Context: an optimization exercise on an open-source flow, tuned for small area, a short achievable clock period and few clock cycles per item. The choices shown serve that exercise and are no tape-out recipe. Only simulation tests tie the RTL to the original design; equivalence was not proved. Power figures rest on the tool's default switching activity, not on a simulated workload.

==> flow/design.v (excerpt) <==
module RSA_Encryptor(private_key, public_key, message_val, clk, start, rst, cal_done, cal_val);
	input 	[63:0] 	private_key;	 
	input 	[63:0] 	public_key;		 
	input 	[63:0] 	message_val;	 
	input 			clk;
	input 			start;
	input 			rst;
	output	reg		cal_done;
	output	[63:0]	cal_val;
	localparam IDLE  = 3'd0;
	localparam SETUP = 3'd1;	 
	localparam DIV   = 3'd2;	 
	localparam MUL   = 3'd3;	 
	localparam CPA   = 3'd4;	 
	localparam FIX   = 3'd5;	 
	localparam M_SQ  = 2'd0;	 
	localparam M_MX  = 2'd1;	 
	localparam M_FIN = 2'd2;	 
	reg [2:0]  state;
	reg [1:0]  mode;
	reg        first;		 
	reg [7:0]  cnt;
	reg [6:0]  ecnt;		 
	reg [63:0] N;
	reg [63:0] E;
	reg [64:0] X;			 
	reg [64:0] A;			 
	reg [65:0] S;			 
	reg [65:0] C;
	reg        k;			 
	reg [2:0]  u;			 
	reg [2:0]  ad;			 
	reg [2:0]  abr;			 
	reg        idle;
	assign cal_val = A[63:0];
	wire [65:0] cpa;
	cpa66 u_cpa(.a(S), .b(C), .ci(k), .s(cpa));
	wire [65:0] Sn, Cn;
	wire        kn;
	wire [2:0]  un;
  ...
Size: ~3700 cells after synthesis, about 420 flip-flops, ~260 I/O pins, about 36000 um2 of cells after synthesis.
==> module mont_step, before the edit <==
module mont_step(S, C, k, u, a, ab, B, N, So, Co, ko, uo);
input  [65:0] S;
input  [65:0] C;
input         k;
input  [2:0]  u;
input  [2:0]  a;
input  [2:0]  ab;
input  [64:0] B;
input  [63:0] N;
output [65:0] So;
output [65:0] Co;
output        ko;
output [2:0]  uo;
wire [2:0] q = (3'd0 - (u + ab)) * N[2:0];
wire [68:0] p0 = a[0] ? {4'b0, B} : 69'd0;
wire [68:0] p1 = {(a[1] ? {3'b0, B} : 68'd0), k};
wire [68:0] p2 = {(a[2] ? {2'b0, B} : 67'd0), 2'b0};
wire [68:0] r0 = q[0] ? {5'b0, N} : 69'd0;
wire [68:0] r1 = {(q[1] ? {4'b0, N} : 68'd0), 1'b0};
wire [68:0] r2 = {(q[2] ? {3'b0, N} : 67'd0), 2'b0};
wire [68:0] s0 = {3'b0, S};
wire [68:0] c0 = {3'b0, C};
wire [68:0] s1 = s0 ^ c0 ^ p0;
wire [68:0] c1 = {((s0 & c0) | (s0 & p0) | (c0 & p0)), 1'b0};
wire [68:0] s2 = s1 ^ c1 ^ p1;
wire [68:0] c2 = {((s1 & c1) | (s1 & p1) | (c1 & p1)), 1'b0};
wire [68:0] s3 = s2 ^ c2 ^ p2;
wire [68:0] c3 = {((s2 & c2) | (s2 & p2) | (c2 & p2)), 1'b0};
wire [68:0] s4 = r0 ^ r1 ^ r2;
wire [68:0] c4 = {((r0 & r1) | (r0 & r2) | (r1 & r2)), 1'b0};
wire [68:0] s5 = s3 ^ c3 ^ s4;
wire [68:0] c5 = {((s3 & c3) | (s3 & s4) | (c3 & s4)), 1'b0};
wire [68:0] s6 = s5 ^ c5 ^ c4;
wire [68:0] c6 = {((s5 & c5) | (s5 & c4) | (c5 & c4)), 1'b0};
assign So = s6[68:3];
assign Co = c6[68:3];
assign ko = |{s6[2:0], c6[2:1]};
assign uo = s6[5:3] + c6[5:3] + {2'b0, ko};
endmodule
==> module RSA_Encryptor, before the edit <==
module RSA_Encryptor(private_key, public_key, message_val, clk, start, rst, cal_done, cal_val);
	input 	[63:0] 	private_key;	 
	input 	[63:0] 	public_key;		 
	input 	[63:0] 	message_val;	 
	input 			clk;
	input 			start;
	input 			rst;
	output	reg		cal_done;
	output	[63:0]	cal_val;
	localparam IDLE  = 3'd0;
	localparam SETUP = 3'd1;	 
	localparam DIV   = 3'd2;	 
	localparam MUL   = 3'd3;	 
	localparam CPA   = 3'd4;	 
	localparam FIX   = 3'd5;	 
	localparam M_SQ  = 2'd0;	 
	localparam M_MX  = 2'd1;	 
	localparam M_FIN = 2'd2;	 
	reg [2:0]  state;
	reg [1:0]  mode;
	reg        first;		 
	reg [7:0]  cnt;
	reg [6:0]  ecnt;		 
	reg [63:0] N;
	reg [63:0] E;
	reg [64:0] X;			 
	reg [64:0] A;			 
	reg [65:0] S;			 
	reg [65:0] C;
	reg        k;			 
	reg [2:0]  u;			 
	reg [2:0]  ad;			 
	reg [2:0]  abr;			 
	reg        idle;
	assign cal_val = A[63:0];
	wire [65:0] cpa;
	cpa66 u_cpa(.a(S), .b(C), .ci(k), .s(cpa));
	wire [65:0] Sn, Cn;
	wire        kn;
	wire [2:0]  un;
	wire [2:0]  dnext;
	mont_step u_step(.S(S), .C(C), .k(k), .u(u), .a(ad), .ab(abr), .B(A), .N(N),
	                 .So(Sn), .Co(Cn), .ko(kn), .uo(un));
	wire        ok  = ~cpa[65];
	wire [64:0] rem = ok ? cpa[64:0] : S[64:0];
	wire        ez  = ~|E;
	wire        divbit = ez ? (cnt == 8'd63) : X[63];
	wire [68:0] dsrc = (mode == M_MX) ? {4'b0, X} : {4'b0, A};
	assign      dnext = (mode == M_FIN) ? 3'd0 : dsrc[3*cnt[4:0]+3 +: 3];
	wire        nmx  = mode == M_SQ && E[63] && !first;
	wire        nfin = !nmx && ecnt <= 7'd1;
	wire [2:0]  d0   = nmx ? X[2:0] : (nfin ? 3'd1 : cpa[2:0]);
	wire eshift = (state == SETUP || state == DIV) && !E[63] && ecnt != 7'd0;
	always @(posedge clk or posedge rst)
	begin
		if (rst)
		begin
			state    <= IDLE;
			idle     <= 1'b1;
			cal_done <= 1'b0;
		end
		else
		begin
			cal_done <= 1'b0;
			idle     <= 1'b0;
			case (state)
			IDLE:  if (start) state <= SETUP;
			       else idle <= 1'b1;
			SETUP: state <= DIV;
			DIV:   if (cnt == 8'd129) state <= CPA;
			MUL:   if (cnt == 8'd21) state <= CPA;
			CPA:   if (mode == M_FIN && !first) state <= FIX;
			       else state <= MUL;
			FIX:   begin
				cal_done <= 1'b1;
				idle     <= 1'b1;
				state    <= IDLE;
			end
			default: state <= IDLE;
			endcase
		end
	end
	always @(posedge clk)
	begin
		case (state)
		MUL:     begin S <= Sn; C <= Cn; k <= kn; u <= un; end
		DIV:     begin
			S <= {rem, divbit};
			if (cnt == 8'd129) begin C <= 66'd0; k <= 1'b0; end
			else begin C <= {2'b11, ~N}; k <= 1'b1; end
		end
		SETUP:   begin S <= 66'd0; C <= {2'b11, ~N}; k <= 1'b1; end
		default: begin S <= 66'd0; C <= 66'd0; k <= 1'b0; u <= 3'd0; end
		endcase
		if (idle)
		begin
			E    <= private_key;
			ecnt <= 7'd64;
		end
		else if (eshift)
		begin
			E    <= {E[62:0], 1'b0};
			ecnt <= ecnt - 7'd1;
		end
		else if (state == CPA && !(mode == M_FIN && !first) && !nmx && !nfin)
		begin
			E    <= {E[62:0], 1'b0};
			ecnt <= ecnt - 7'd1;
		end
		if (idle) N <= public_key;
		if (idle) X <= {1'b0, message_val};
		else if (state == DIV)      X <= {X[63:0], 1'b0};
		else if (state == CPA && first) X <= cpa[64:0];
		if (state == CPA)      A <= cpa[64:0];
		else if (state == FIX) A <= (A == {1'b0, N}) ? 65'd0 : A;
		case (state)
		SETUP: cnt <= 8'd0;
		DIV:   cnt <= cnt + 8'd1;
		MUL:   cnt <= cnt + 8'd1;
		default: cnt <= 8'd0;
		endcase
		if (state == DIV) first <= 1'b1;
		else if (state == CPA) first <= 1'b0;
		if (state == MUL)
		begin
			ad  <= dnext;
			abr <= dnext * A[2:0];
		end
		else if (state == CPA)
		begin
			ad   <= d0;
			abr  <= d0 * cpa[2:0];
			mode <= nmx ? M_MX : (nfin ? M_FIN : M_SQ);
		end
	end
endmodule
export LEC_CHECK = 0
export CAP_MARGIN = 20
export CORE_MARGIN = 2
export CORE_UTILIZATION = 40
export SLEW_MARGIN = 20
create_clock -name core_clock -period 10.0 [get_ports {clk}]
run.sh (not shown) runs the stock make flow with config.mk's settings and CLKGATE_MAP_FILE= SYNTH_SCRIPT=/design/flow/synth_recipe.tcl, a recipe that flattens the netlist after the stock synthesis.
Testbench counts at the start, summed over its fixed seeds: cycles 73,090, items 32.
Next try:
--- a/flow/design.v
+++ b/flow/design.v
@@ -20,26 +20,25 @@
 wire [65:0] G6 = {G5[65:32] | (P5[65:32] & G5[33:0]), G5[31:0]};
 wire [65:0] P6 = {P5[65:32] & P5[33:0], P5[31:0]};
 wire [65:0] G7 = {G6[65:64] | (P6[65:64] & G6[1:0]), G6[63:0]};
 wire [65:0] P7 = {P6[65:64] & P6[1:0], P6[63:0]};
 assign s = p ^ {G7[64:0], ci};
 endmodule
-module mont_step(S, C, k, u, a, ab, B, N, So, Co, ko, uo);
+module mont_step(S, C, k, a, ab, B, N, So, Co, ko);
 input  [65:0] S;
 input  [65:0] C;
 input         k;
-input  [2:0]  u;
 input  [2:0]  a;
 input  [2:0]  ab;
 input  [64:0] B;
 input  [63:0] N;
 output [65:0] So;
 output [65:0] Co;
 output        ko;
-output [2:0]  uo;
-wire [2:0] q = (3'd0 - (u + ab)) * N[2:0];
+wire [2:0] u = S[2:0] + C[2:0] + {2'b0, k} + ab;
+wire [2:0] q = (3'd0 - u) * N[2:0];
 wire [68:0] p0 = a[0] ? {4'b0, B} : 69'd0;
 wire [68:0] p1 = {(a[1] ? {3'b0, B} : 68'd0), k};
 wire [68:0] p2 = {(a[2] ? {2'b0, B} : 67'd0), 2'b0};
 wire [68:0] r0 = q[0] ? {5'b0, N} : 69'd0;
 wire [68:0] r1 = {(q[1] ? {4'b0, N} : 68'd0), 1'b0};
 wire [68:0] r2 = {(q[2] ? {3'b0, N} : 67'd0), 2'b0};
@@ -57,13 +56,12 @@
 wire [68:0] c5 = {((s3 & c3) | (s3 & s4) | (c3 & s4)), 1'b0};
 wire [68:0] s6 = s5 ^ c5 ^ c4;
 wire [68:0] c6 = {((s5 & c5) | (s5 & c4) | (c5 & c4)), 1'b0};
 assign So = s6[68:3];
 assign Co = c6[68:3];
 assign ko = |{s6[2:0], c6[2:1]};
-assign uo = s6[5:3] + c6[5:3] + {2'b0, ko};
 endmodule
 module RSA_Encryptor(private_key, public_key, message_val, clk, start, rst, cal_done, cal_val);
 	input 	[63:0] 	private_key;	 
 	input 	[63:0] 	public_key;		 
 	input 	[63:0] 	message_val;	 
 	input 			clk;
@@ -89,25 +87,23 @@
 	reg [63:0] E;
 	reg [64:0] X;			 
 	reg [64:0] A;			 
 	reg [65:0] S;			 
 	reg [65:0] C;
 	reg        k;			 
-	reg [2:0]  u;			 
 	reg [2:0]  ad;			 
 	reg [2:0]  abr;			 
 	reg        idle;
 	assign cal_val = A[63:0];
 	wire [65:0] cpa;
 	cpa66 u_cpa(.a(S), .b(C), .ci(k), .s(cpa));
 	wire [65:0] Sn, Cn;
 	wire        kn;
-	wire [2:0]  un;
 	wire [2:0]  dnext;
-	mont_step u_step(.S(S), .C(C), .k(k), .u(u), .a(ad), .ab(abr), .B(A), .N(N),
-	                 .So(Sn), .Co(Cn), .ko(kn), .uo(un));
+	mont_step u_step(.S(S), .C(C), .k(k), .a(ad), .ab(abr), .B(A), .N(N),
+	                 .So(Sn), .Co(Cn), .ko(kn));
 	wire        ok  = ~cpa[65];
 	wire [64:0] rem = ok ? cpa[64:0] : S[64:0];
 	wire        ez  = ~|E;
 	wire        divbit = ez ? (cnt == 8'd63) : X[63];
 	wire [68:0] dsrc = (mode == M_MX) ? {4'b0, X} : {4'b0, A};
 	assign      dnext = (mode == M_FIN) ? 3'd0 : dsrc[3*cnt[4:0]+3 +: 3];
@@ -144,20 +140,20 @@
 			endcase
 		end
 	end
 	always @(posedge clk)
 	begin
 		case (state)
-		MUL:     begin S <= Sn; C <= Cn; k <= kn; u <= un; end
+		MUL:     begin S <= Sn; C <= Cn; k <= kn; end
 		DIV:     begin
 			S <= {rem, divbit};
 			if (cnt == 8'd129) begin C <= 66'd0; k <= 1'b0; end
 			else begin C <= {2'b11, ~N}; k <= 1'b1; end
 		end
 		SETUP:   begin S <= 66'd0; C <= {2'b11, ~N}; k <= 1'b1; end
-		default: begin S <= 66'd0; C <= 66'd0; k <= 1'b0; u <= 3'd0; end
+		default: begin S <= 66'd0; C <= 66'd0; k <= 1'b0; end
 		endcase
 		if (idle)
 		begin
 			E    <= private_key;
 			ecnt <= 7'd64;
 		end
The changed run produced a clean layout.
Total power shrinks by 25%.
Routed wire length is lower by 7.9%.
Die area went down by 4.9%.
Combinational power fell by 63%.
Register-to-register slack gets better by 0.48 ns.
Final cell count came out lower by 6.2%.
Setup slack gains 0.48 ns.
Final area came out lower by 4.2%.
Critical path depth shrinks by 1.
Clock power barely changes.
Synthesized cell count is lower by 8.5%.
Fmax is higher by 8.9%.
Sequential power decreases by about 7%.
Testbench counts after the change, summed over its fixed seeds: cycles 73,090, items 32.

afterwards: timing with drivers on the ports:
Ports are ideal in the flow. The routed layouts listed here were re-timed in OpenROAD. Step 1 (the two cells are an assumption about what drives the block):
set clk [get_ports {clk}]
set_driving_cell -lib_cell sky130_fd_sc_hd__clkbuf_16 $clk
set_driving_cell -lib_cell sky130_fd_sc_hd__buf_2 [delete_from_list [all_inputs] $clk]
Step 2 moves the port delays by t, midway between the first and last clock arrival at a register: inputs arrive t later, outputs are due t later. That takes back most of the time a late clock gives input paths. a / b / c = ideal ports / drivers / drivers and shift; a / b = the first two.
run | t, ns | slack for setup (ns) | latest minus earliest clock arrival (ns)
the first run | 0.714 | 4.069 / 4.069 / 4.069 | 0.047 / 0.047
the second run | 0.696 | 4.552 / 4.552 / 4.552 | 0.056 / 0.056
After both steps every run listed still meets setup and hold.
